From an optimization exercise on the open Yosys and OpenROAD flow, aimed at small area and a short achievable clock period; shortcuts taken in it are not production practice. Only simulation tests tie the RTL to the original design; equivalence was not proved. Power figures rest on the tool's default switching activity, not on a simulated workload.

### flow/config.mk
export PLATFORM = sky130hd
export DESIGN_NAME = ALU
export DESIGN_NICKNAME = ALU
export VERILOG_FILES = /design/flow/design.v
export SDC_FILE = /design/flow/constraint.sdc
export NUM_CORES = 4
export LEC_CHECK = 0
export CAP_MARGIN = 20
export CORE_MARGIN = 2
export CORE_UTILIZATION = 40
export SLEW_MARGIN = 20
### flow/constraint.sdc
create_clock -name core_clock -period 5.0 [get_ports {clk}]
set_input_delay 1.0000 -clock core_clock [delete_from_list [all_inputs] [get_ports {clk}]]
set_output_delay 1.0000 -clock core_clock [all_outputs]
set_load 0.01 [all_outputs]
### flow/design.v
module ALU(
    input [31:0] rs1,
    input [31:0] rs2,
    input clk,
    input [3:0] sel,
    output reg[31:0] out
);
    always @(posedge clk) begin
        case(sel)
            4'b0000: begin
                out = rs1+rs2;
            end
            4'b0001: begin
                out = rs1-rs2;
            end
            4'b0010: begin
                if($signed(rs1)<$signed(rs2)) begin
                    out = 1;
                end
                else begin
                    out = 0;
                end
            end    
            4'b0011: begin
                if(rs1<rs2) begin
                    out = 1;
                end
                else begin
                    out = 0;
                end
            end
            4'b0100: begin
                out = rs1 & rs2;
            end
            4'b0101: begin
                out = rs1 | rs2;
            end
            4'b0110: begin
               out = rs1 ^ rs2;
            end
            4'b0111: begin
                out = rs1<<rs2[4:0];
            end
            4'b1000: begin
                out = rs1>>rs2[4:0];
            end
            4'b1001: begin
                out = $signed(rs1)>>>rs2[4:0];
            end
        endcase
    end
endmodule
### flow/run.sh
#!/bin/bash
# synth_recipe.tcl (not shown) runs the flow's synth.tcl, then flattens the netlist and writes it again
# the make line also repeats each setting of config.mk as NAME=value (left out here)
make -C /OpenROAD-flow-scripts/flow DESIGN_CONFIG=/design/flow/config.mk WORK_HOME=/design/flow/orfs CLKGATE_MAP_FILE= SYNTH_SCRIPT=/design/flow/synth_recipe.tcl finish
==> flow_summary.html <==
<table>
<tr><th>Metric</th><th>Value</th></tr>
<tr><th colspan="2">Global routing</th></tr>
<tr><td>Wire length of the first global-routing pass</td><td>63000 um</td></tr>
<tr><td>Antenna violations before repair</td><td>0</td></tr>
<tr><td>Total Routing Usage GR</td><td>33.7%</td></tr>
<tr><td>Largest net degree at the start of global routing</td><td>87</td></tr>
<tr><td>Vias in the first global route</td><td>10200</td></tr>
<tr><td>GR Overflow Total</td><td>0</td></tr>
<tr><th colspan="2">STA</th></tr>
<tr><td>Achievable Freq</td><td>0.224 GHz</td></tr>
<tr><td>Hold slack final</td><td>1400 ps</td></tr>
<tr><td>Setup repair after global routing missed its margin</td><td>false</td></tr>
<tr><td>Final Hold Fails</td><td>0</td></tr>
<tr><td>Summed negative setup slack over all endpoints</td><td>0 ps</td></tr>
<tr><td>Final worst path period need</td><td>4470 ps</td></tr>
<tr><td>Relative slew slack</td><td>32.7%</td></tr>
<tr><td>Final number of setup-violating endpoints</td><td>0</td></tr>
<tr><td>Pins Over Slew Limit</td><td>0</td></tr>
<tr><td>Actual slew at the worst max-slew pin</td><td>1010 ps</td></tr>
<tr><td>Share of the clock period used by the worst path after layout</td><td>89.4%</td></tr>
<tr><th colspan="2">Logic synthesis</th></tr>
<tr><td>Top flip-flop cell by instance count after synthesis</td><td>sky130_fd_sc_hd__edfxtp_1</td></tr>
<tr><td>Post-synthesis average cell area</td><td>7.12 um2</td></tr>
<tr><td>Cell variety after synth</td><td>97</td></tr>
<tr><td>EDFF count, synth</td><td>32</td></tr>
<tr><td>Post-Syn Instances</td><td>1341</td></tr>
<tr><td>Post-Synthesis Cell Area</td><td>9550 um2</td></tr>
<tr><td>Post-Synthesis Net Count</td><td>1509</td></tr>
<tr><td>Fraction of registers with async set/reset</td><td>0%</td></tr>
<tr><td>Ys Warns</td><td>1</td></tr>
<tr><td>Register bit total from synthesis</td><td>32</td></tr>
<tr><td>Sequential-to-total area share from yosys stat</td><td>10.1%</td></tr>
<tr><th colspan="2">Power</th></tr>
<tr><td>Psw</td><td>0.906 mW</td></tr>
<tr><td>Power density over the cells</td><td>175 nW/um2</td></tr>
<tr><td>Power after layout</td><td>1.94 mW</td></tr>
<tr><td>Switching share of power</td><td>46.7%</td></tr>
<tr><td>Cell-internal power</td><td>1.03 mW</td></tr>
<tr><td>Leakage Power</td><td>4.66 nW</td></tr>
<tr><td>Clk pwr share</td><td>16.3%</td></tr>
<tr><td>Seq pwr share</td><td>19.1%</td></tr>
<tr><td>Fraction of power consumed by combinational cells</td><td>64.6%</td></tr>
<tr><td>Peak supply drop</td><td>0.000124 V</td></tr>
<tr><th colspan="2">Routing</th></tr>
<tr><td>Drt pass-1 iters</td><td>6</td></tr>
<tr><td>Via count</td><td>11300</td></tr>
<tr><td>Antenna-violating nets left</td><td>0</td></tr>
<tr><td>DRC Markers</td><td>0</td></tr>
<tr><td>Iteration-0 DRC count of the detailed router</td><td>1515</td></tr>
<tr><td>Average detailed-routed wire length per instance</td><td>24.8 um</td></tr>
<tr><td>Via density per instance</td><td>6.52</td></tr>
<tr><td>Detailed-route wire length</td><td>42900 um</td></tr>
<tr><th colspan="2">Floorplanning</th></tr>
<tr><td>DIE HEIGHT</td><td>159 um</td></tr>
<tr><td>Number of primary I/O pins</td><td>101</td></tr>
<tr><td>Horizontal die dimension</td><td>159 um</td></tr>
<tr><td>Placeable Area</td><td>23500 um2</td></tr>
<tr><td># rows</td><td>56</td></tr>
<tr><td>Die area</td><td>25100 um2</td></tr>
<tr><td>Starting Density</td><td>40.7%</td></tr>
<tr><th colspan="2">Status</th></tr>
<tr><td>Status</td><td>timing/DRC/antenna clean</td></tr>
<tr><th colspan="2">Clocking</th></tr>
<tr><td>Number of clock buffers inserted by TritonCTS</td><td>5</td></tr>
<tr><td>Quantity of hold-fixing buffers added after cts</td><td>0</td></tr>
<tr><td>Post-CTS Setup Bufs</td><td>0</td></tr>
<tr><td>Buffer type at the clock tree root</td><td>sky130_fd_sc_hd__clkbuf_16</td></tr>
<tr><td>H-Tree Level Count</td><td>2</td></tr>
<tr><td>Clock Sinks</td><td>32</td></tr>
<tr><td>Post-cts resize count</td><td>0</td></tr>
<tr><td>Clk buf depth</td><td>2</td></tr>
<tr><td>TritonCTS clock tree</td><td>yes</td></tr>
<tr><td>Clock transition at path regs</td><td>70 ps</td></tr>
<tr><th colspan="2">Place</th></tr>
<tr><td>Area post-placement</td><td>10900 um2</td></tr>
<tr><td>Half-perimeter wire length after placement</td><td>34100 um</td></tr>
<tr><td>Number of buffers added on ports</td><td>100</td></tr>
<tr><td>Last weighted congestion value of the routability-driven placer</td><td>1.06</td></tr>
<tr><th colspan="2">Cells and area</th></tr>
<tr><td>Count of nets after finishing</td><td>1579</td></tr>
<tr><td>Ant. Diodes</td><td>0</td></tr>
<tr><td>Post-route cell area</td><td>11100 um2</td></tr>
<tr><td>Layout cells sized above 1</td><td>11.3%</td></tr>
<tr><td>Largest register FFs</td><td>32</td></tr>
<tr><td>Growth of design area from synthesis to finish</td><td>16.1%</td></tr>
<tr><th colspan="2">Worst hold path</th></tr>
<tr><td>Class of the most critical hold timing path</td><td>in -&gt; reg</td></tr>
<tr><th colspan="2">Setup path</th></tr>
<tr><td>Required time of the critical path</td><td>5060 ps</td></tr>
<tr><td>Classification of the worst setup path</td><td>in -&gt; reg</td></tr>
<tr><td>Maximum net fanout on the critical path</td><td>5</td></tr>
<tr><td>Worst Setup Start Kind</td><td>input pin</td></tr>
<tr><td>Data arrival time of the worst path</td><td>4530 ps</td></tr>
<tr><td>Setup crit end kind</td><td>register</td></tr>
<tr><th colspan="2">Job</th></tr>
<tr><td>Maximum capacitance violations</td><td>0</td></tr>
</table>
==> power by group through the flow <==
stage | sequential, mW | clock, mW | combinational (mW)
finish | 0.371 | 0.316 | 1.25
global route | 0.377 | 0.328 | 1.33
CTS | 0.373 | 0.321 | 1.21
detailed placement | 0.378 | 0 | 1.21
global placement | 0.377 | 0 | 1.21
floorplan | 0.404 | 0 | 0.720
==> worst max-delay path: stages <==
cell                              delay [ps]
sky130_fd_sc_hd__clkdlybuf4s50_1         520
sky130_fd_sc_hd__inv_1                   150
sky130_fd_sc_hd__ha_1                    190
sky130_fd_sc_hd__inv_1                    60
sky130_fd_sc_hd__fa_1                    420
sky130_fd_sc_hd__nor2b_2                 190
sky130_fd_sc_hd__o21ai_1                 230
sky130_fd_sc_hd__a31oi_2                 190
sky130_fd_sc_hd__and3_4                  240
sky130_fd_sc_hd__o21ai_0                 320
sky130_fd_sc_hd__a21oi_1                 230
sky130_fd_sc_hd__a21oi_1                 340
sky130_fd_sc_hd__o211ai_1                140
sky130_fd_sc_hd__o211a_1                 150
sky130_fd_sc_hd__a21o_1                  150
==> path summary, 6_finish.rpt <==
kind | start | to | slack [ps] | depth (start not counted)
min | rs2[3] | out[3] | 1400 | 4
max | rs1[0] | out[30] | 530 | 15
==> layer usage <==
layer  wire [um]  part of all wire [%]  up-vias  global-route usage, %
li1            -                     -     5144                      -
met2       17700                    41      738                   48.9
met4        1420                   3.3        0                   11.5
met5           0                     0        -                      0
met3        5380                    13       87                   6.97
met1       18400                    43     5314                   49.0
==> Yosys cell counts (10+ instances only) <==
cell type	number	area (um2)
sky130_fd_sc_hd__nor4_1	12	75.1
sky130_fd_sc_hd__o221ai_1	18	158
sky130_fd_sc_hd__a21oi_1	124	621
sky130_fd_sc_hd__o22ai_1	15	93.8
sky130_fd_sc_hd__nand3_1	19	95.1
sky130_fd_sc_hd__buf_1	16	60.1
sky130_fd_sc_hd__nor2_1	139	522
sky130_fd_sc_hd__inv_1	93	349
sky130_fd_sc_hd__edfxtp_1	32	961
sky130_fd_sc_hd__nand2b_1	18	113
sky130_fd_sc_hd__nand4_1	10	62.6
sky130_fd_sc_hd__nand2_1	130	488
sky130_fd_sc_hd__a21o_1	19	143
sky130_fd_sc_hd__a31oi_1	13	81.3
sky130_fd_sc_hd__o21ai_0	98	490
sky130_fd_sc_hd__a22oi_1	14	105
sky130_fd_sc_hd__mux4_2	13	293
sky130_fd_sc_hd__o31ai_1	10	75.1
sky130_fd_sc_hd__buf_2	18	90.1
sky130_fd_sc_hd__a221oi_1	23	201
sky130_fd_sc_hd__o211ai_1	26	195
sky130_fd_sc_hd__or2_2	12	75.1
sky130_fd_sc_hd__o2111ai_1	11	96.3
sky130_fd_sc_hd__ha_1	97	1210
sky130_fd_sc_hd__nor3_1	29	145
sky130_fd_sc_hd__mux2i_1	47	470
sky130_fd_sc_hd__o21bai_1	11	82.6
sky130_fd_sc_hd__mux2_2	15	169
sky130_fd_sc_hd__clkbuf_1	51	191
sky130_fd_sc_hd__a211oi_1	21	158
==> per-stage QoR <==
| step | util (%) | setup slack (ps) | cells |
|---|---|---|---|
| final | 47.2 | 531 | 1731 |
| after floorplan | - | 353 | 1341 |
| after global routing | 47.2 | 406 | 1731 |
| after CTS | 47.2 | 656 | 1731 |
| after detailed placement | 46.6 | 353 | 1723 |
| after global placement | 46.6 | 451 | 1723 |
==> cell families after synthesis <==
| kind of cell | count (synthesis) | share of synthesized area [%] |
|---|---|---|
| XOR/XNOR | 3 | 0.275 |
| AO/OA/AOI/OAI | 499 | 35.8 |
| multiplexers | 75 | 9.76 |
| buffers and inverters | 203 | 9.77 |
| flip-flops | 32 | 10.1 |
| AND/OR/NAND/NOR | 430 | 21.3 |
| adder cells (fa/ha/maj) | 99 | 13.1 |
==> layout make-up <==
| class | instances | area (um2) |
|---|---|---|
| fillers | 2429 | 12400 |
| multi-input cells | 1106 | 7690 |
| flip-flops and latches | 32 | 961 |
| well taps | 319 | 399 |
| inverters | 97 | 364 |
| clock buffers | 5 | 125 |
| repair buffers | 169 | 1540 |
| clock inverters | 3 | 13.8 |
==> layout by cell type (no fill, tap or decap), types with 6 or more instances in the layout <==
master / netlist / layout
sky130_fd_sc_hd__and3_1: 8 / 8
sky130_fd_sc_hd__a221oi_1: 23 / 23
sky130_fd_sc_hd__edfxtp_1: 32 / 32
sky130_fd_sc_hd__ha_1: 97 / 97
sky130_fd_sc_hd__o21ai_1: 7 / 7
sky130_fd_sc_hd__a21o_1: 19 / 19
sky130_fd_sc_hd__o2111ai_1: 11 / 11
sky130_fd_sc_hd__o31ai_1: 10 / 9
sky130_fd_sc_hd__a211oi_1: 21 / 21
sky130_fd_sc_hd__o21ai_0: 98 / 97
sky130_fd_sc_hd__and2_1: 8 / 8
sky130_fd_sc_hd__or2_2: 12 / 12
sky130_fd_sc_hd__nor3_1: 29 / 29
sky130_fd_sc_hd__nand4_1: 10 / 10
sky130_fd_sc_hd__a22oi_1: 14 / 14
sky130_fd_sc_hd__mux4_2: 13 / 13
sky130_fd_sc_hd__nand3b_1: 6 / 6
sky130_fd_sc_hd__nand2b_1: 18 / 18
sky130_fd_sc_hd__o21bai_1: 11 / 11
sky130_fd_sc_hd__a21boi_0: 7 / 7
sky130_fd_sc_hd__buf_4: 5 / 66
sky130_fd_sc_hd__nand2_1: 130 / 130
sky130_fd_sc_hd__nor4_1: 12 / 12
sky130_fd_sc_hd__a21oi_1: 124 / 124
sky130_fd_sc_hd__mux2_2: 15 / 15
sky130_fd_sc_hd__o22ai_1: 15 / 15
sky130_fd_sc_hd__nor2b_1: 8 / 8
sky130_fd_sc_hd__a31oi_1: 13 / 13
sky130_fd_sc_hd__a221o_1: 7 / 7
sky130_fd_sc_hd__o221ai_1: 18 / 18
sky130_fd_sc_hd__a211o_1: 6 / 6
sky130_fd_sc_hd__nand3_1: 19 / 19
sky130_fd_sc_hd__o211ai_1: 26 / 26
sky130_fd_sc_hd__mux2i_1: 47 / 47
sky130_fd_sc_hd__inv_1: 93 / 93
sky130_fd_sc_hd__o21a_1: 8 / 8
sky130_fd_sc_hd__nor2_1: 139 / 139
sky130_fd_sc_hd__clkdlybuf4s50_1: 0 / 96

separate check: timing with driven ports:
Ports are ideal in the flow. The routed layout listed here was re-timed in OpenROAD.
Step 1 sets driving cells, clkbuf_16 on the clock port and buf_2 on the other inputs (assumed; they add their load-dependent delay and slew).
Step 2 adds t to the input delays and takes it off the output delays; t is the mean of the earliest and latest rising clock arrival at the registers after step 1. Input paths then give back, and output paths get back, about the clock's delay inside the block.
Three values: no drivers, after step 1, after step 2; two values: the first two.
t, ns: 0.337
setup slack, ns: 0.531 / 0.550 / 0.213
clock arrival spread, ns: 0.011 / 0.011
After both steps this run still meets setup and hold. For this run, drivers alone change the setup slack by +0.019 ns; drivers and shift together by -0.318 ns.
